Context: an optimization exercise on an open-source flow, tuned for small area and a short achievable clock period. The choices shown serve that exercise and are no tape-out recipe. Function was not checked in any run shown here: the RTL went through the layout flow alone. Power is estimated from default activity; no workload was simulated.

## flow/design.v (module list and top-level ports; edited modules follow where they fit)
// module FIR: 3023 lines
// module fa3: 4 lines
// module ha2: 4 lines
// module hb2: 4 lines
// module xn2: 3 lines
// module or2m: 3 lines
// module xr2: 3 lines
// module an2: 3 lines
// module ao21: 3 lines
// module rz: 3 lines
// module rs: 3 lines
module FIR #
(
    parameter inbit = 11,
    parameter outbit = 23,
    parameter n=32
)
(
    input rst,
    input clk,
    input wire signed [inbit-1:0] infix,
    output reg signed [outbit-1:0] outfix
);
  // ...
==> flow/run.sh <==
#!/bin/bash
# synth_recipe.tcl (not shown) runs the flow's synth.tcl, then flattens the netlist and writes it again
# the make line also repeats each setting of config.mk as NAME=value (left out here)
make -C /OpenROAD-flow-scripts/flow DESIGN_CONFIG=/design/flow/config.mk WORK_HOME=/design/flow/orfs CLKGATE_MAP_FILE= SYNTH_SCRIPT=/design/flow/synth_recipe.tcl finish
==> flow/config.mk <==
export PLATFORM = sky130hd
export DESIGN_NAME = FIR
export DESIGN_NICKNAME = FIR
export VERILOG_FILES = /design/flow/design.v
export SDC_FILE = /design/flow/constraint.sdc
export NUM_CORES = 4
export LEC_CHECK = 0
export CAP_MARGIN = 20
export CORE_MARGIN = 2
export CORE_UTILIZATION = 40
export CTS_BUF_LIST = sky130_fd_sc_hd__clkbuf_16
export CTS_CLUSTER_DIAMETER = 110
export CTS_CLUSTER_SIZE = 32
export SETUP_SLACK_MARGIN = 2.1
export SLEW_MARGIN = 20
export SYNTH_HIERARCHICAL = 1
==> flow/constraint.sdc <==
create_clock -name core_clock -period 4.2 [get_ports {clk}]
set_input_delay 0.8400 -clock core_clock [delete_from_list [all_inputs] [get_ports {clk}]]
set_output_delay 0.8400 -clock core_clock [all_outputs]
set_load 0.01 [all_outputs]
==> impl_metrics.ini, run 1 <==
[cells_and_area]
inverters_excl_clock = 54
final_core_util_pct = 44.3
diodes = 2
final_area_sq_um = 34300
final_common_cell = dfxtp_1
clk_share_pct = 2.26

[pwr]
power_clock_w = 0.00337
seq-power_w = 0.00797
maxPowerGroup = sequential cells
cellPowerDensity_nw_per_um2 = 461
finalPower_w = 0.0158
p_seq_share_pct = 50.4

[setup_path]
crit_chain = fa_2, fa_1, fa_1, nand2_1
critPathKind = flop to flop
worstSetupEndpoint = A4_7_1

[die]
taps = 1040
core_region_area_sq_um = 77300
start_util_pct = 40.4

[timing]
min_period_ps = 2120
fin_crit_sh_pct = 50.4

[grt]
grt_busiest_layer = met2
antenna_found_initial = 1

[synth]
synth-simple-area-share_pct = 13.1
synth_top_family_by_area = adder cells
yosys.area_share.adder_pct = 35.6

[status]
status = finished clean

[routing]
drtPass1Iterations = 4
routed-wl-met3_microns = 1400

[clock_tree]
clockBufferDepth = 3
==> run 2, diff against run 1 <==
--- a/flow/config.mk
+++ b/flow/config.mk
@@ -9,8 +9,8 @@
 export CORE_MARGIN = 2
 export CORE_UTILIZATION = 40
 export CTS_BUF_LIST = sky130_fd_sc_hd__clkbuf_16
-export CTS_CLUSTER_DIAMETER = 110
-export CTS_CLUSTER_SIZE = 32
+export CTS_CLUSTER_DIAMETER = 100
+export CTS_CLUSTER_SIZE = 25
 export SETUP_SLACK_MARGIN = 2.1
 export SLEW_MARGIN = 20
 export SYNTH_HIERARCHICAL = 1
==> run 2 against run 1 <==
  * Power rose by 3.0%
  * Register-to-register slack barely moved
  * Via count up 0.57%
  * Largest cell class unchanged
  * Clock skew decreased by 7.8 ps
  * Final cell count is 0.48% higher
==> impl_metrics.ini, run 2 <==
[status]
status = finished clean

[clock_tree]
clock_sinks = 707
cts.clk_slew.worst_paths_ps = 100
ctsRootBufferMaster = clkbuf_16
clockBufferDepth = 3
cts_tree = done
clk_latency_ps = 580
cts_inserted_buffers = 36
h-tree-depth = 2
hold_buffers = 0

[synth]
synth_top_area_share_pct = 45.3
ys_warn_count = 7
syn_avg_cell_area_sq_um = 13.0
synth_enable_flop_cells = 0
synthArstFlopShare_pct = 0
synthesis.area_sq_um = 31200
synth_cells = 2393
seq_area_frac_synth_pct = 45.3
synth_common_cells = dfxtp_1 (707), fa_1 (533), nand2_1 (262)
synthFlopType = dfxtp_1
synth_most_common_cell = dfxtp_1
synth_seq_cells = 707
yosys.area.top_type = dfxtp_1
ys_types = 19
ys_top_cells_by_area = dfxtp_1 (45%), fa_1 (34%), nand2_1 (3.1%), nor2_1 (3.1%), or2_1 (2.5%)

[die]
rows = 102
die_w_microns = 283
core_region_area_sq_um = 77300
io_pins = 36
die_h_microns = 283
design.die.area_sq_um = 80300
start_util_pct = 40.4

[placed_design]
pre_cts_slack_ps = 1330
port_buffers = 35
dp_hpwl_microns = 44100
place_congestion = 0.802
place_area_sq_um = 32800

[pwr]
leakage_nw = 13.8
cellPowerDensity_nw_per_um2 = 471
vdd_drop_max_uv = 249

[setup_path]
worstPathRequired_ps = 4670
worstSetupEndpointType = flop
cp-start-kind = flop
worstSetupEndpoint = A4_7_1
critPathKind = flop to flop
reg2reg_from = U8[5]
cp.arrival_ps = 2590
r2r_slack_ps = 2080
cp_max_fo = 6
r2r-end = A4_7_1
startpoint = U8[5]
r2r_cells = 4

[timing]
relSlewSlack_pct = 39.4
fin_crit_sh_pct = 50.5
rsz0062_at_grt = true
final_hold_viol_count = 0
fin_skew_ps = 21.7
fin_tns_setup_ps = 0
clock.fmax_mhz = 472
slew_violations = 0
setup_viol = 0
min_period_ps = 2120
worst_slew_pin_slew_ps = 910
layout_setup_ws_ps = 2080

[cells_and_area]
final_area_sq_um = 34600
final_common_cell = dfxtp_1
fin_nets = 3068
largest_reg_flops = 20
drive_above_1_share_pct = 10.0
areaGrowthSynthToFinish_pct = 10.8
largest_register = outfix
layout_common_cells = dfxtp_1 (585), fa_1 (496), nand2_1 (262)

[grt]
grt_pass1_vias = 18500
grt_use_total_pct = 16.0
antenna_found_initial = 1
gr-total-overflow = 0
grt_max_degree = 195
grt_pass1_wl_microns = 101000

[routing]
avgRoutedWirePerCell_microns = 17.0
drtPass1Iterations = 4
drc_errors = 0
vias_per_cell = 4.51
drtIter0Drc = 695
postRouteWirelength_microns = 60100
final_antenna_net_count = 0
vias = 15900

[run]
cap_violations = 0

[min_path]
hp-class = flop to flop
==> run 2: changes by cell type in the layout (fill, tap and decap cells not counted), sizes merged <==
cell	previous run	this run
bufinv	1	0
clkdlybuf4s15	11	2
clkbuf	31	37
buf	38	45
dlymetal6s2s	5	1
dlygate4sd2	13	30
clkinv	2	4
inv	56	55
==> run 2: what timing repair did <==
action | in CTS | in global routing
gates resized for setup | 193 | 85
pin swaps | 4 | 13
setup endpoints to repair | 200 | 81
setup buffers | 8 | 28
gates cloned | 0 | 0
==> run 2: cell type report <==
type	count	area (sq um)
fill	7082	42800
inverter	54	206
antenna	2	5.00
tap	1040	1300
clock buffer	37	926
timing repair buffer	79	763
sequential	707	14500
clock inverter	6	83.8
multi-input combinational	1609	16800
==> run 2: per-layer routing <==
metal	track usage [%]	up-vias	wire length [microns]
met1	21.6	8267	27300
met4	3.54	0	1170
met3	1.66	55	1320
met2	27.8	128	30300
li1	-	7479	-
met5	0	-	0
==> run 2: worst min path at each step <==
| stage | from | to | depth (start not counted) |
|---|---|---|---|
| 2_1_floorplan | A11_0_1 | A10_0_0 | 1 |
| 3_5_place_dp | A10_17_0 | A9_17_0 | 1 |
| 5_1_grt | A10_18_0 | A9_18_0 | 1 |
| 6_report | A10_17_0 | A9_17_0 | 1 |
| 4_1_cts | A10_17_0 | A9_17_0 | 1 |
| 3_3_place_gp | A10_18_0 | A9_18_0 | 1 |
==> run 2: logic make-up (layout without fill, tap and decap cells) <==
group                    Yosys count  in the layout  share of synthesized area, %
AO/OA/AOI/OAI                     91             91                          2.19
XOR/XNOR                          92             92                          2.58
adder cells (fa/ha/maj)          568            568                          35.6
buffers and inverters             78            176                          1.23
flip-flops                       707            707                          45.3
other                              1              4                        0.0120
AND/OR/NAND/NOR                  856            856                          13.1
==> run 2: worst max-delay path, cell delays in order (launching register included) <==
cell and delay [ps]:
dfxtp_4 420, fa_2 580, fa_1 440, fa_1 510
nand2_1 50
==> run 2: Yosys stat by module (local to each module, per instance), excerpt <==
module	flip-flops and latches	times used
FIR	707	1
fa3	0	533
xn2	0	30
or2m	0	54
rz	0	256
an2	0	95
ao21	0	91
==> run 2: stage by stage <==
stage | std cells | power (W) | utilization, % | hold WS [ps]
2_1_floorplan | 2394 | 0.0115 | - | 343
4_1_cts | 3504 | 0.0166 | 44.2 | 372
3_3_place_gp | 3453 | 0.0127 | 42.4 | 345
3_5_place_dp | 3453 | 0.0128 | 42.4 | 349
5_1_grt | 3533 | 0.0176 | 44.7 | 381
6_report | 3534 | 0.0163 | 44.7 | 368
==> run 2: power breakdown <==
part	leakage, nW	switching, W	internal (W)
combinational	7.47	0.00218	0.00230
clock	0.494	0.00220	0.00163
sequential	5.80	0.000492	0.00747
==> run 3, diff against run 2 <==
--- a/flow/config.mk
+++ b/flow/config.mk
@@ -10,7 +10,7 @@
 export CORE_UTILIZATION = 40
 export CTS_BUF_LIST = sky130_fd_sc_hd__clkbuf_16
 export CTS_CLUSTER_DIAMETER = 100
-export CTS_CLUSTER_SIZE = 25
+export CTS_CLUSTER_SIZE = 28
 export SETUP_SLACK_MARGIN = 2.1
 export SLEW_MARGIN = 20
 export SYNTH_HIERARCHICAL = 1
==> run 3 against run 2 <==
  * Largest cell class unchanged
  * Via count barely moved
  * Global-route usage fell by 0.21 points
  * Still clean
  * Critical path type unchanged
  * Combinational power about the same
  * Synthesized area unchanged
  * Utilization shrank 0.16 points
  * Cell area shrank 0.35%
  * Worst hold slack improved by 4.2 ps
  * Critical path depth stayed put
  * Power fell by 1.9%
==> impl_metrics.ini, run 3 <==
[timing]
worst_slew_pin_slew_ps = 903
min_period_ps = 2120
fin_crit_sh_pct = 50.5
setup_viol = 0
layout_setup_ws_ps = 2080
slew_violations = 0
clock.fmax_mhz = 472
rsz0062_at_grt = true
holdWs_ps = 372
fin_tns_setup_ps = 0
final_hold_viol_count = 0
fin_skew_ps = 29.5
relSlewSlack_pct = 39.8

[clock_tree]
cts.clk_slew.worst_paths_ps = 110
clk_latency_ps = 650
clockBufferDepth = 3
ctsRootBufferMaster = clkbuf_16
h-tree-depth = 1
cts_tree = done
cts_inserted_buffers = 31
clock_sinks = 707

[synth]
synth-xor-area-share_pct = 2.58
seq_area_frac_synth_pct = 45.3
yosys.area.top_type = dfxtp_1
synth_top_family_by_area = adder cells
ys_top_cells_by_area = dfxtp_1 (45%), fa_1 (34%), nand2_1 (3.1%), nor2_1 (3.1%), or2_1 (2.5%)
ys_warn_count = 7
synth_most_common_cell = dfxtp_1
synthesis.area_sq_um = 31200
synth_cells = 2393
yosys.area_share.adder_pct = 35.6
synthFlopType = dfxtp_1
syn_avg_cell_area_sq_um = 13.0
synth_enable_flop_cells = 0
synth_common_cells = dfxtp_1 (707), fa_1 (533), nand2_1 (262)
synthArstFlopShare_pct = 0
synthMuxAreaShare_pct = 0
synth_seq_cells = 707
synth-simple-area-share_pct = 13.1
synth_top_area_share_pct = 45.3
ys_types = 19
synth-compound-area-share_pct = 2.19

[grt]
gr-total-overflow = 0
grt_max_degree = 195
grt_use_total_pct = 15.8
grt_pass1_wl_microns = 100000
antenna_found_initial = 1
grt_pass1_vias = 18300

[routing]
vias = 15900
drtPass1Iterations = 4
avgRoutedWirePerCell_microns = 16.9
postRouteWirelength_microns = 59700
final_antenna_net_count = 0
drc_errors = 0
drtIter0Drc = 763
vias_per_cell = 4.51

[placed_design]
place_congestion = 0.802
pre_cts_slack_ps = 1330
port_buffers = 35
dp.cells = 3453
dp_hpwl_microns = 44100

[die]
core_region_area_sq_um = 77300
die_h_microns = 283
rows = 102
start_util_pct = 40.4
design.die.area_sq_um = 80300
io_pins = 36
die_w_microns = 283

[status]
status = finished clean

[pwr]
leakage_nw = 13.7
power.switching_w = 0.00481
p_seq_share_pct = 49.9
cellPowerDensity_nw_per_um2 = 463
vdd_drop_max_uv = 337
switching_share_pct = 30.1
combPwrFrac_pct = 28.0
internal_power_w = 0.0112
clockPowerShare_pct = 22.1

[setup_path]
worstSetupEndpointType = flop
cp.arrival_ps = 2660
cp_max_fo = 6
critPathKind = flop to flop
reg2reg_from = U8[5]
startpoint = U8[5]
cp-start-kind = flop
worstPathRequired_ps = 4740

[cells_and_area]
fill_cells = 7096
fin_nets = 3061
largest_register = outfix
layout_common_cells = dfxtp_1 (586), fa_1 (496), nand2_1 (262)
largest_reg_flops = 20
stdcell_count = 3529
drive_above_1_share_pct = 10.2
areaGrowthSynthToFinish_pct = 10.4
final_common_cell = dfxtp_1

[run]
cap_violations = 0

[min_path]
hp-class = flop to flop
worstHoldStart = A10_18_0
## run 3: cell counts after synthesis
No cell type changed its count.
## run 3: per-stage QoR
stage	area, sq um	power, W	utilization, %
3_5_place_dp	32800	0.0128	42.4
4_1_cts	34000	0.0163	44.0
3_3_place_gp	32800	0.0127	42.4
2_1_floorplan	31200	0.0115	-
6_report	34500	0.0160	44.6
5_1_grt	34500	0.0173	44.6
## run 3: final cells by class
class / instances / area [sq um] / area share (%)
repair buffers: 77 / 768 / 2.23
clock buffers: 31 / 776 / 2.25
flip-flops and latches: 707 / 14500 / 42.1
diodes: 1 / 2.50 / 0.00726
multi-input cells: 1609 / 16800 / 48.7
well taps: 1040 / 1300 / 3.78
clock inverters: 10 / 111 / 0.323
inverters: 54 / 206 / 0.599
## run 3: critical path: stages (launching register included)
cell	delay, ps
dfxtp_4	430
fa_2	580
fa_1	440
fa_1	510
nand2_1	50
## run 3: per-module statistics from Yosys, one instance, submodules excluded, excerpt
module	copies in the design	cell area (sq um)	flip-flops and latches
xn2	30	8.76	0
rz	256	3.75	0
xr2	62	8.76	0
ao21	91	7.51	0
FIR	1	15800	707
rs	262	3.75	0
an2	95	6.26	0
or2m	54	6.26	0
ha2	29	12.5	0
fa3	533	20.0	0
## run 3: cell families after synthesis
group           Yosys count
flops                   707
compound gates           91
fa+ha+maj               568
simple gates            856
other cells               1
buf+inv                  78
xor+xnor                 92
## run 3: repair_timing
action / in CTS / in global routing
pin swaps: 6 / 16
endpoints found under the hold margin: 0 / 0
setup buffers: 7 / 27
gates resized for setup: 216 / 94
setup endpoints to repair: 202 / 92
hold buffers: 0 / 0
## run 3: power by group through the flow
| stage | combinational, W | sequential (W) | clock, W |
|---|---|---|---|
| after CTS | 0.00460 | 0.00801 | 0.00369 |
| after detailed placement | 0.00460 | 0.00819 | 0 |
| after floorplan | 0.00342 | 0.00807 | 0 |
| after global routing | 0.00527 | 0.00808 | 0.00391 |
| final | 0.00447 | 0.00796 | 0.00352 |
| after global placement | 0.00453 | 0.00818 | 0 |
## run 3: per-layer routing
| metal | global-route usage, % | wire length (microns) |
|---|---|---|
| met2 | 27.7 | 30100 |
| met4 | 2.70 | 1060 |
| met1 | 21.5 | 27200 |
| met3 | 1.49 | 1370 |
| met5 | 0 | 0 |
## run 3: path summary, 6_finish.rpt
check,depth (start not counted),slack (ps),endpoint
max reg2reg,4,2080,A4_7_1
min,1,370,A9_18_0
min reg2reg,1,370,A9_18_0
max,4,2080,A4_7_1
==> run 4, diff against run 3 <==
--- a/flow/config.mk
+++ b/flow/config.mk
@@ -10,7 +10,7 @@
 export CORE_UTILIZATION = 40
 export CTS_BUF_LIST = sky130_fd_sc_hd__clkbuf_16
 export CTS_CLUSTER_DIAMETER = 100
-export CTS_CLUSTER_SIZE = 28
-export SETUP_SLACK_MARGIN = 2.1
+export CTS_CLUSTER_SIZE = 25
+export SETUP_SLACK_MARGIN = 2.0
 export SLEW_MARGIN = 20
 export SYNTH_HIERARCHICAL = 1
==> run 4 against run 3 <==
  * Sequential power about the same
  * Global-route usage up 0.17 points
  * Synthesized area unchanged
  * Cell area down 1.4%
  * Register-to-register slack worse by 60 ps
  * Clock power up 7.1%
  * Critical endpoint is now A10_11_1
==> impl_metrics.ini, run 4 <==
[status]
status = finished clean

[clock_tree]
clk_latency_ps = 590
ctsRootBufferMaster = clkbuf_16
cts_inserted_buffers = 35
clock_sinks = 707
cts_tree = done
cts.clk_slew.worst_paths_ps = 100
h-tree-depth = 2
post-cts-setup-buffers = 0
clockBufferDepth = 3

[timing]
relSlewSlack_pct = 30.2
rsz0062_at_grt = true
final_hold_viol_count = 0
fin_crit_sh_pct = 51.9
fin_skew_ps = 32.8
clock.fmax_mhz = 459
holdWs_ps = 368
fin_tns_setup_ps = 0
setup_viol = 0
worst_slew_pin_slew_ps = 1050
slew_violations = 0
min_period_ps = 2180

[setup_path]
cp.arrival_ps = 2630
cp_max_fo = 6
cp-start-kind = flop
worstSetupEndpointType = flop
worstPathRequired_ps = 4650
r2r_cells = 4
critPathKind = flop to flop

[synth]
synthFlopType = dfxtp_1
synth-compound-area-share_pct = 2.19
synthesis.area_sq_um = 31200
yosys.area_share.adder_pct = 35.6
synth_cells = 2393
syn_avg_cell_area_sq_um = 13.0
synthArstFlopShare_pct = 0
synth_top_area_share_pct = 45.3
synth-xor-area-share_pct = 2.58
synth_enable_flop_cells = 0
synthMuxAreaShare_pct = 0
synth_common_cells = dfxtp_1 (707), fa_1 (533), nand2_1 (262)
yosys.area.top_type = dfxtp_1
ys_top_cells_by_area = dfxtp_1 (45%), fa_1 (34%), nand2_1 (3.1%), nor2_1 (3.1%), or2_1 (2.5%)
synth_most_common_cell = dfxtp_1
ys_types = 19
ys_warn_count = 7
synth_top_family_by_area = adder cells
seq_area_frac_synth_pct = 45.3
synth_seq_cells = 707
synth-simple-area-share_pct = 13.1

[cells_and_area]
fin_nets = 3034
diodes = 0
largest_reg_flops = 20
final_common_cell = dfxtp_1
fill_cells = 7137
final_area_sq_um = 34000
layout_common_cells = dfxtp_1 (621), fa_1 (533), nand2_1 (262)
drive_above_1_share_pct = 5.77
largest_register = outfix
areaGrowthSynthToFinish_pct = 8.81

[die]
io_pins = 36
start_util_pct = 40.4
rows = 102
core_region_area_sq_um = 77300
die_w_microns = 283
design.die.area_sq_um = 80300
die_h_microns = 283

[routing]
drc_errors = 0
drtPass1Iterations = 5
vias_per_cell = 4.51
drtIter0Drc = 725
avgRoutedWirePerCell_microns = 17.0
postRouteWirelength_microns = 59600
final_antenna_net_count = 0
vias = 15800

[grt]
grt_use_total_pct = 15.9
antenna_found_initial = 0
grt_pass1_vias = 18400
grt_pass1_wl_microns = 101000
gr-total-overflow = 0
grt_max_degree = 164

[placed_design]
port_buffers = 35
place_area_sq_um = 32800
dp_hpwl_microns = 44500
place_congestion = 0.792

[pwr]
cellPowerDensity_nw_per_um2 = 476
leakage_nw = 13.6
finalPower_w = 0.0162
vdd_drop_max_uv = 265

[run]
cap_violations = 0

[min_path]
hold_path_depth = 1
hp-class = flop to flop
run 4: cell counts after synthesis:
Identical to the previous run, type by type.
run 4: final cells by class:
| class | instances | area [sq um] | share of cell area [%] |
|---|---|---|---|
| clock inverter | 9 | 87.6 | 0.258 |
| multi-input combinational | 1609 | 16700 | 49.1 |
| clock buffer | 36 | 901 | 2.65 |
| tap | 1040 | 1300 | 3.83 |
| timing repair buffer | 46 | 479 | 1.41 |
| sequential | 707 | 14300 | 42.1 |
| inverter | 54 | 206 | 0.608 |
run 4: worst paths after layout:
path                    to  slack [ps]  startpoint
setup / recovery  A10_11_1        2020       U9[8]
hold / removal      A6_0_0         370      A7_0_0
setup reg to reg  A10_11_1        2020       U9[8]
hold reg to reg     A6_0_0         370      A7_0_0
run 4: cells by family (layout without fill, tap and decap cells):
kind of cell | count (synthesis) | count (layout)
compound gates | 91 | 91
xor+xnor | 92 | 92
fa+ha+maj | 568 | 568
buf+inv | 78 | 145
flops | 707 | 707
other cells | 1 | 2
simple gates | 856 | 856
run 4: per-module statistics from Yosys, one instance, submodules excluded, excerpt:
module	times used	cells
FIR	1	981
an2	95	1
ao21	91	1
fa3	533	1
ha2	29	1
or2m	54	1
rs	262	1
rz	256	1
xn2	30	1
xr2	62	1
run 4: stage by stage:
step / util, % / worst slack [ps] / instances
6_report: 43.9 / 2020 / 3501
5_1_grt: 43.9 / 1970 / 3501
4_1_cts: 43.8 / 2000 / 3501
3_5_place_dp: 42.5 / 1410 / 3456
3_3_place_gp: 42.5 / 1380 / 3456
2_1_floorplan: - / 378 / 2394
run 4: what timing repair did:
item | CTS | global route
gates resized for setup | 93 | 43
hold buffers | 0 | 0
setup endpoints to repair | 124 | 36
hold endpoints to repair | 0 | 0
run 4: metal layers:
layer,track usage [%],part of all wire [%],vias to the layer above
li1,-,-,7409
met1,21.2,45,8189
met2,27.8,51,143
met3,2.24,2.8,51
met4,3.35,1.6,0
met5,0,0,-
run 4: critical path: stages (launching register included):
cell and delay (ps):
dfxtp_2 510, fa_1 460, fa_1 490, fa_1 530, nor2_1 50
run 4: power by group:
| part | internal, W | switching (W) | leakage (nW) | total, W |
|---|---|---|---|---|
| registers | 0.00750 | 0.000490 | 5.78 | 0.00799 |
| logic | 0.00227 | 0.00215 | 7.37 | 0.00442 |
| clock network | 0.00158 | 0.00218 | 0.492 | 0.00377 |

==> separate check: timing with driven ports <==
Ports are ideal in the flow. The routed layouts listed here were re-timed in OpenROAD.
Step 1 assumes that a clkbuf_16 drives the clock port and a buf_2 every other input.
Step 2 moves the port delays by t, midway between the first and last clock arrival at a register: inputs arrive t later, outputs are due t later. That takes back most of the time a late clock gives input paths.
a / b / c = ideal ports / drivers / drivers and shift; a / b = the first two.
run | t (ns) | setup slack, ns | hold slack, ns | pins driven straight from the clock port
run 1 | 0.668 | 2.081 / 2.081 / 1.555 | 0.374 / 0.374 / 0.374 | 1
run 2 | 0.631 | 2.080 / 2.080 / 1.592 | 0.368 / 0.368 / 0.368 | 1
run 3 | 0.692 | 2.080 / 2.080 / 1.499 | 0.372 / 0.372 / 0.372 | 1
run 4 | 0.636 | 2.022 / 2.022 / 1.452 | 0.368 / 0.368 / 0.368 | 1
After both steps every run listed still meets setup and hold. For run 3, which loses most, drivers alone change the setup slack by 0.000 ns; drivers and shift together by -0.581 ns.
